Source: an optimization exercise on an open RTL-to-GDS flow (aim: small area). Production flows keep margins and buffers that such runs may drop.
The RTL was checked by simulation tests, not by an equivalence proof against the original design.
Power figures rest on the tool's default switching activity, not on a simulated workload.

===== flow/flow/run.sh =====
#!/bin/bash
# Standard ORFS layout (the standard.sh, standard synthesis unchanged) with:
#  - port buffers of the smallest buffer cell instead of the default delay buffer
#  - CTS with larger sink clusters of clkbuf_4/clkbuf_8 and no dummy loads
# Each tool's full output stays in orfs/logs/; make's own output goes to make.log here.
set -euo pipefail
bash standard.sh \
  "BUFFER_PORTS_ARGS=-buffer_cell sky130_fd_sc_hd__buf_1" \
  "CTS_ARGS=-sink_clustering_enable -repair_clock_nets -dont_use_dummy_load -sink_clustering_size 20 -sink_clustering_max_diameter 60 -buf_list {sky130_fd_sc_hd__clkbuf_4 sky130_fd_sc_hd__clkbuf_8}" \
  finish > make.log 2>&1

===== flow/config.mk =====
export PLATFORM = sky130hd
export DESIGN_NAME = cla_32bit
export DESIGN_NICKNAME = cla_32bit
export VERILOG_FILES = /design/flow/design.v
export SDC_FILE = /design/flow/constraint.sdc
export NUM_CORES = 4
export LEC_CHECK = 0
export ABC_AREA = 1
export CAP_MARGIN = 20
export CORE_MARGIN = 2
export CORE_UTILIZATION = 70
export GPL_TIMING_DRIVEN = 0
export SLEW_MARGIN = 20

===== flow/design.v =====
`timescale 1ns / 1ps
module cla_32bit(input i_clk, input [31:0] in1, input [31:0] in2, output [32:0] out);
  wire [31:0] a = in1, b = in2;
  wire [32:0] sum;
  wire [31:0] p = a ^ b, g = a & b;
  wire G1 = g[1] | (p[1] & g[0]);
  wire P1 = p[1] & p[0];
  wire G2 = g[3] | (p[3] & g[2]);
  wire P2 = p[3] & p[2];
  wire G3 = g[5] | (p[5] & g[4]);
  wire P3 = p[5] & p[4];
  wire G4 = g[7] | (p[7] & g[6]);
  wire P4 = p[7] & p[6];
  wire G5 = g[9] | (p[9] & g[8]);
  wire P5 = p[9] & p[8];
  wire G6 = g[11] | (p[11] & g[10]);
  wire P6 = p[11] & p[10];
  wire G7 = g[13] | (p[13] & g[12]);
  wire P7 = p[13] & p[12];
  wire G8 = g[15] | (p[15] & g[14]);
  wire P8 = p[15] & p[14];
  wire G9 = g[17] | (p[17] & g[16]);
  wire P9 = p[17] & p[16];
  wire G10 = g[19] | (p[19] & g[18]);
  wire P10 = p[19] & p[18];
  wire G11 = g[21] | (p[21] & g[20]);
  wire P11 = p[21] & p[20];
  wire G12 = g[23] | (p[23] & g[22]);
  wire P12 = p[23] & p[22];
  wire G13 = g[25] | (p[25] & g[24]);
  wire P13 = p[25] & p[24];
  wire G14 = g[27] | (p[27] & g[26]);
  wire P14 = p[27] & p[26];
  wire G15 = g[29] | (p[29] & g[28]);
  wire P15 = p[29] & p[28];
  wire G16 = g[31] | (p[31] & g[30]);
  wire P16 = p[31] & p[30];
  wire G17 = G2 | (P2 & G1);
  wire P17 = P2 & P1;
  wire G18 = G4 | (P4 & G3);
  wire P18 = P4 & P3;
  wire G19 = G6 | (P6 & G5);
  wire P19 = P6 & P5;
  wire G20 = G8 | (P8 & G7);
  wire P20 = P8 & P7;
  wire G21 = G10 | (P10 & G9);
  wire P21 = P10 & P9;
  wire G22 = G12 | (P12 & G11);
  wire P22 = P12 & P11;
  wire G23 = G14 | (P14 & G13);
  wire P23 = P14 & P13;
  wire G24 = G16 | (P16 & G15);
  wire P24 = P16 & P15;
  wire G25 = G18 | (P18 & G17);
  wire P25 = P18 & P17;
  wire G26 = G20 | (P20 & G19);
  wire P26 = P20 & P19;
  wire G27 = G22 | (P22 & G21);
  wire P27 = P22 & P21;
  wire G28 = G24 | (P24 & G23);
  wire P28 = P24 & P23;
  wire G29 = G26 | (P26 & G25);
  wire P29 = P26 & P25;
  wire G30 = G28 | (P28 & G27);
  wire P30 = P28 & P27;
  wire G31 = G30 | (P30 & G29);
  wire P31 = P30 & P29;
  wire G32 = G27 | (P27 & G29);
  wire P32 = P27 & P29;
  wire G33 = G19 | (P19 & G25);
  wire P33 = P19 & P25;
  wire G34 = G21 | (P21 & G29);
  wire P34 = P21 & P29;
  wire G35 = G23 | (P23 & G32);
  wire P35 = P23 & P32;
  wire G36 = G3 | (P3 & G17);
  wire P36 = P3 & P17;
  wire G37 = G5 | (P5 & G25);
  wire P37 = P5 & P25;
  wire G38 = G7 | (P7 & G33);
  wire P38 = P7 & P33;
  wire G39 = G9 | (P9 & G29);
  wire P39 = P9 & P29;
  wire G40 = G11 | (P11 & G34);
  wire P40 = P11 & P34;
  wire G41 = G13 | (P13 & G32);
  wire P41 = P13 & P32;
  wire G42 = G15 | (P15 & G35);
  wire P42 = P15 & P35;
  wire G43 = g[2] | (p[2] & G1);
  wire P43 = p[2] & P1;
  wire G44 = g[4] | (p[4] & G17);
  wire P44 = p[4] & P17;
  wire G45 = g[6] | (p[6] & G36);
  wire P45 = p[6] & P36;
  wire G46 = g[8] | (p[8] & G25);
  wire P46 = p[8] & P25;
  wire G47 = g[10] | (p[10] & G37);
  wire P47 = p[10] & P37;
  wire G48 = g[12] | (p[12] & G33);
  wire P48 = p[12] & P33;
  wire G49 = g[14] | (p[14] & G38);
  wire P49 = p[14] & P38;
  wire G50 = g[16] | (p[16] & G29);
  wire P50 = p[16] & P29;
  wire G51 = g[18] | (p[18] & G39);
  wire P51 = p[18] & P39;
  wire G52 = g[20] | (p[20] & G34);
  wire P52 = p[20] & P34;
  wire G53 = g[22] | (p[22] & G40);
  wire P53 = p[22] & P40;
  wire G54 = g[24] | (p[24] & G32);
  wire P54 = p[24] & P32;
  wire G55 = g[26] | (p[26] & G41);
  wire P55 = p[26] & P41;
  wire G56 = g[28] | (p[28] & G35);
  wire P56 = p[28] & P35;
  wire G57 = g[30] | (p[30] & G42);
  wire P57 = p[30] & P42;
  assign sum[0] = p[0];
  assign sum[1] = p[1] ^ g[0];
  assign sum[2] = p[2] ^ G1;
  assign sum[3] = p[3] ^ G43;
  assign sum[4] = p[4] ^ G17;
  assign sum[5] = p[5] ^ G44;
  assign sum[6] = p[6] ^ G36;
  assign sum[7] = p[7] ^ G45;
  assign sum[8] = p[8] ^ G25;
  assign sum[9] = p[9] ^ G46;
  assign sum[10] = p[10] ^ G37;
  assign sum[11] = p[11] ^ G47;
  assign sum[12] = p[12] ^ G33;
  assign sum[13] = p[13] ^ G48;
  assign sum[14] = p[14] ^ G38;
  assign sum[15] = p[15] ^ G49;
  assign sum[16] = p[16] ^ G29;
  assign sum[17] = p[17] ^ G50;
  assign sum[18] = p[18] ^ G39;
  assign sum[19] = p[19] ^ G51;
  assign sum[20] = p[20] ^ G34;
  assign sum[21] = p[21] ^ G52;
  assign sum[22] = p[22] ^ G40;
  assign sum[23] = p[23] ^ G53;
  assign sum[24] = p[24] ^ G32;
  assign sum[25] = p[25] ^ G54;
  assign sum[26] = p[26] ^ G41;
  assign sum[27] = p[27] ^ G55;
  assign sum[28] = p[28] ^ G35;
  assign sum[29] = p[29] ^ G56;
  assign sum[30] = p[30] ^ G42;
  assign sum[31] = p[31] ^ G57;
  assign sum[32] = G31;
  reg [32:0] s0, s1, s2, s3, s4, s5, s6, s7, s8, s9;
  always @(posedge i_clk) begin
    s0 <= sum; s1 <= s0; s2 <= s1; s3 <= s2; s4 <= s3;
    s5 <= s4; s6 <= s5; s7 <= s6; s8 <= s7; s9 <= s8;
  end
  assign out = s9;
endmodule

===== flow/constraint.sdc =====
create_clock -name core_clock -period 2.5 [get_ports {i_clk}]
set_input_delay 0.5000 -clock core_clock [delete_from_list [all_inputs] [get_ports {i_clk}]]
set_output_delay 0.5000 -clock core_clock [all_outputs]
set_load 0.01 [all_outputs]

===== flow/standard.sh =====
#!/bin/bash
# synth_recipe.tcl (not shown) runs the flow's synth.tcl, then flattens the netlist and writes it again
# the make line also repeats each setting of config.mk as NAME=value (left out here)
make -C /OpenROAD-flow-scripts/flow DESIGN_CONFIG=/design/flow/config.mk WORK_HOME=/design/flow/orfs CLKGATE_MAP_FILE= SYNTH_SCRIPT=/design/flow/synth_recipe.tcl "${@:-finish}"

==> flow_metrics.py <==
metrics = {
    "worst_setup_path": {
        "required_ns": 2.90,
        "endpoint": "s0[31]",
        "cp_data_arrival_time_ns": 2.63,
        "critPathKind": "in -> reg",
        "r2r-start": "s0[3]",
        "worst_setup_path_end_kind": "register",
        "rrSetupSlack_ns": 2.05,
        "cp-startpoint": "in1[0]",
        "ff2ff_path_depth": 0,
        "r2r-end": "s1[3]",
        "path_max_fanout": 3,
        "startpoint_type": "input port",
    },
    "routing": {
        "firstDrtPassIters": 4,
        "via_per_inst": 4.48,
        "drtIter0Drc": 120,
        "ant_nets": 0,
        "routed_wl_mm": 8.64,
        "drc": 0,
        "num_vias": 3452,
        "wl_per_cell_um": 11.2,
    },
    "final_layout": {
        "syn_to_final_growth_pct": 10.2,
        "post-route-util": 0.781,
        "seqCellArea_um2": 6610,
        "final_area_um2": 8810,
        "fin_nets": 741,
        "layout-drive-gt1-share": 0.0526,
        "fillers": 637,
        "multiInputGateArea_um2": 1230,
        "n_antenna_cell": 0,
    },
    "logic_synthesis": {
        "synthesis.nets": 622,
        "syn_area_um2": 7990,
        "ys.flop_type": "dfxtp_1",
        "synth_seq_area_share": 0.827,
        "yosys-top-cells-area": "dfxtp_1, ha_1, fa_1, inv_1, nand2_1",
        "synth-seq-cells": 330,
        "ys_types": 20,
        "yosys_warnings": 1,
        "synth_top_area_cell": "dfxtp_1",
        "async_flop_share": 0,
        "syn_inst": 510,
        "synth_top_area_frac": 0.827,
        "syn_avg_cell_area_um2": 15.7,
        "synth_edf_count": 0,
    },
    "timing": {
        "rsz0062_at_grt": "false",
        "setup_tns_ns": 0,
        "max-slew-margin-rel": 0.842,
        "slew_viol_final": 0,
        "skew_ns": 0.0327,
        "min_period_ns": 2.23,
        "clock.fmax_ghz": 0.448,
        "hold_violations": 0,
        "period_share": 0.894,
        "tightest_slew_ns": 0.236,
        "setup_viol": 0,
    },
    "power": {
        "ir_drop_v": 0.000704,
        "power_density_nw_per_um2": 1050,
        "p_leak_nw": 3.84,
    },
    "floorplanning": {
        "io_pins": 98,
        "die-width_um": 111,
        "row_count": 39,
        "die_area_um2": 12300,
        "die_h_um": 111,
        "start_util": 0.709,
        "coreArea_um2": 11300,
    },
    "flow_run": {
        "drv_cap": 0,
    },
    "global_routing": {
        "grt_max_degree": 21,
        "grt_usage": 0.145,
        "first_global_vias": 3532,
        "grt_pass1_wl_mm": 14.9,
        "grt_overflow": 0,
        "grt_antenna_before_repair": 0,
    },
    "clocking": {
        "post_cts_resized": 0,
        "root_buffer": "clkbuf_8",
        "hold_buffers": 0,
        "postCtsSetupRepairBufs": 0,
        "clk_pin_slew_ns": 0.10,
        "h-tree-depth": 1,
        "insertion_delay_ns": 0.48,
        "cts_buffer_depth": 3,
        "cts_sinks": 330,
        "cts_tree": "yes",
        "cts_made_buffers": 20,
    },
    "placed_design": {
        "place.port_buffers": 97,
        "postPlaceCellArea_um2": 8530,
        "dpl.hpwl_mm": 5.62,
        "gp_congestion": 0.747,
    },
    "run_status": {
        "outcome": "complete, no violations",
    },
    "worst_hold_path": {
        "min_path_type": "in -> reg",
    },
}
worst min-delay path by stage:
stage / cells past startpoint / start / slack [ns] / end
final: 2 / in2[0] / 0.29 / s0[0]
after global routing: 2 / in2[0] / 0.25 / s0[0]
after CTS: 2 / in2[0] / 0.27 / s0[0]
after detailed placement: 0 / s1[12] / 0.31 / s2[12]
after global placement: 0 / s8[29] / 0.31 / s9[29]
after floorplan: 0 / s0[0] / 0.31 / s1[0]
area by class of cell:
cell class,count,area share
Inverter,41,0.0175
Tap cell,143,0.0203
Sequential cell,330,0.750
Timing Repair Buffer,97,0.0413
Multi-Input combinational cell,139,0.140
Clock buffer,20,0.0312
power breakdown:
| group | internal, mW | switching (mW) | leakage (nW) |
|---|---|---|---|
| combinational | 0.199 | 0.287 | 0.913 |
| sequential | 6.42 | 0.260 | 2.78 |
| clock | 0.726 | 1.32 | 0.144 |
worst max-delay path, stage by stage:
cell and delay [ns]:
buf_1 0.09, ha_1 0.22, fa_1 0.39, nand2_1 0.07, nand2_1 0.07, nand3_1 0.10, nand2_2 0.07, nand2_1 0.08
nand2_2 0.08, nand2_2 0.07, nand2_2 0.07, nand2_2 0.07, nand2_2 0.07, nand2_1 0.07, nand2_1 0.06, fa_1 0.38
xor2_1 0.17
cells by family (layout without fill, tap and decap cells):
logic type               after synthesis  in the layout  share of synthesized area
buffers and inverters                 41            158                     0.0193
flip-flops                           330            330                      0.827
AND/OR/NAND/NOR                       58             58                     0.0324
adder cells (fa/ha/maj)               47             47                     0.0886
AO/OA/AOI/OAI                         19             19                     0.0164
XOR/XNOR                              15             15                     0.0164
metrics by stage:
step / instances / hold WS, ns / setup slack, ns / total power, mW
final: 770 / 0.286 / 0.266 / 9.21
after global routing: 770 / 0.246 / 0.132 / 9.66
after CTS: 770 / 0.267 / 0.278 / 9.33
after detailed placement: 750 / 0.312 / -0.233 / 7.29
after global placement: 750 / 0.310 / -0.195 / 7.19
after floorplan: 510 / 0.310 / 0.0575 / 7.00
registers in the layout, indices dropped and copies added (netlist names):
| name | count |
|---|---|
| s0 | 33 |
| s1 | 33 |
| s2 | 33 |
| s3 | 33 |
| s4 | 33 |
| s5 | 33 |
| s6 | 33 |
| s7 | 33 |
| s8 | 33 |
| s9 | 33 |
Yosys cell counts, drive strengths merged, types with 3 or more instances:
cell type / number
nand2: 39
dfxtp: 330
ha: 31
a21oi: 9
a31oi: 3
inv: 41
fa: 16
xnor2: 9
nand3: 5
o21bai: 3
nor2: 11
xor2: 6
per-layer routing:
layer | share of wire | GRT usage | vias to the layer above
met2 | 0.49 | 0.262 | 105
li1 | - | - | 1797
met3 | 0.054 | 0.0268 | 17
met1 | 0.44 | 0.177 | 1533
met4 | 0.018 | 0.0458 | 0
met5 | 0 | 0 | -
layout by cell type, fill, tap and decap left out:
master and n:
buf_1 97, inv_1 41, nand3_1 5, o21bai_2 1
o21bai_1 2, a21o_1 2, nand2_1 31, or2_1 1
a21oi_1 8, nor2_2 3, nand2_2 8, clkbuf_8 20
a21oi_4 1, ha_1 31, xor2_1 6, xnor2_1 9
nor2_1 8, dfxtp_1 330, a211oi_1 2, a31oi_1 3
nand4_1 2, fa_1 16

## afterwards: timing with drivers on the ports
No port has a modelled driver above. Below, the same layout with a new extraction and two added sets of constraints.
Step 1, drivers: a clkbuf_16 drives i_clk and a buf_2 each remaining input, both assumed.
Step 2 moves the port delays by t, midway between the first and last clock arrival at a register: inputs arrive t later, outputs are due t later. That takes back most of the time a late clock gives input paths.
a / b / c = ideal / step 1 / step 2; a / b = the first two.
t (ns): 0.506
setup slack, ns: 0.266 / 0.278 / -0.228
latest minus earliest clock arrival (ns): 0.044 / 0.045
worst data-port slew with drivers (ns): 0.04
Met with ideal ports but missed after step 2: setup timing in this run. For this run, drivers alone change the setup slack by +0.012 ns; drivers and shift together by -0.494 ns.
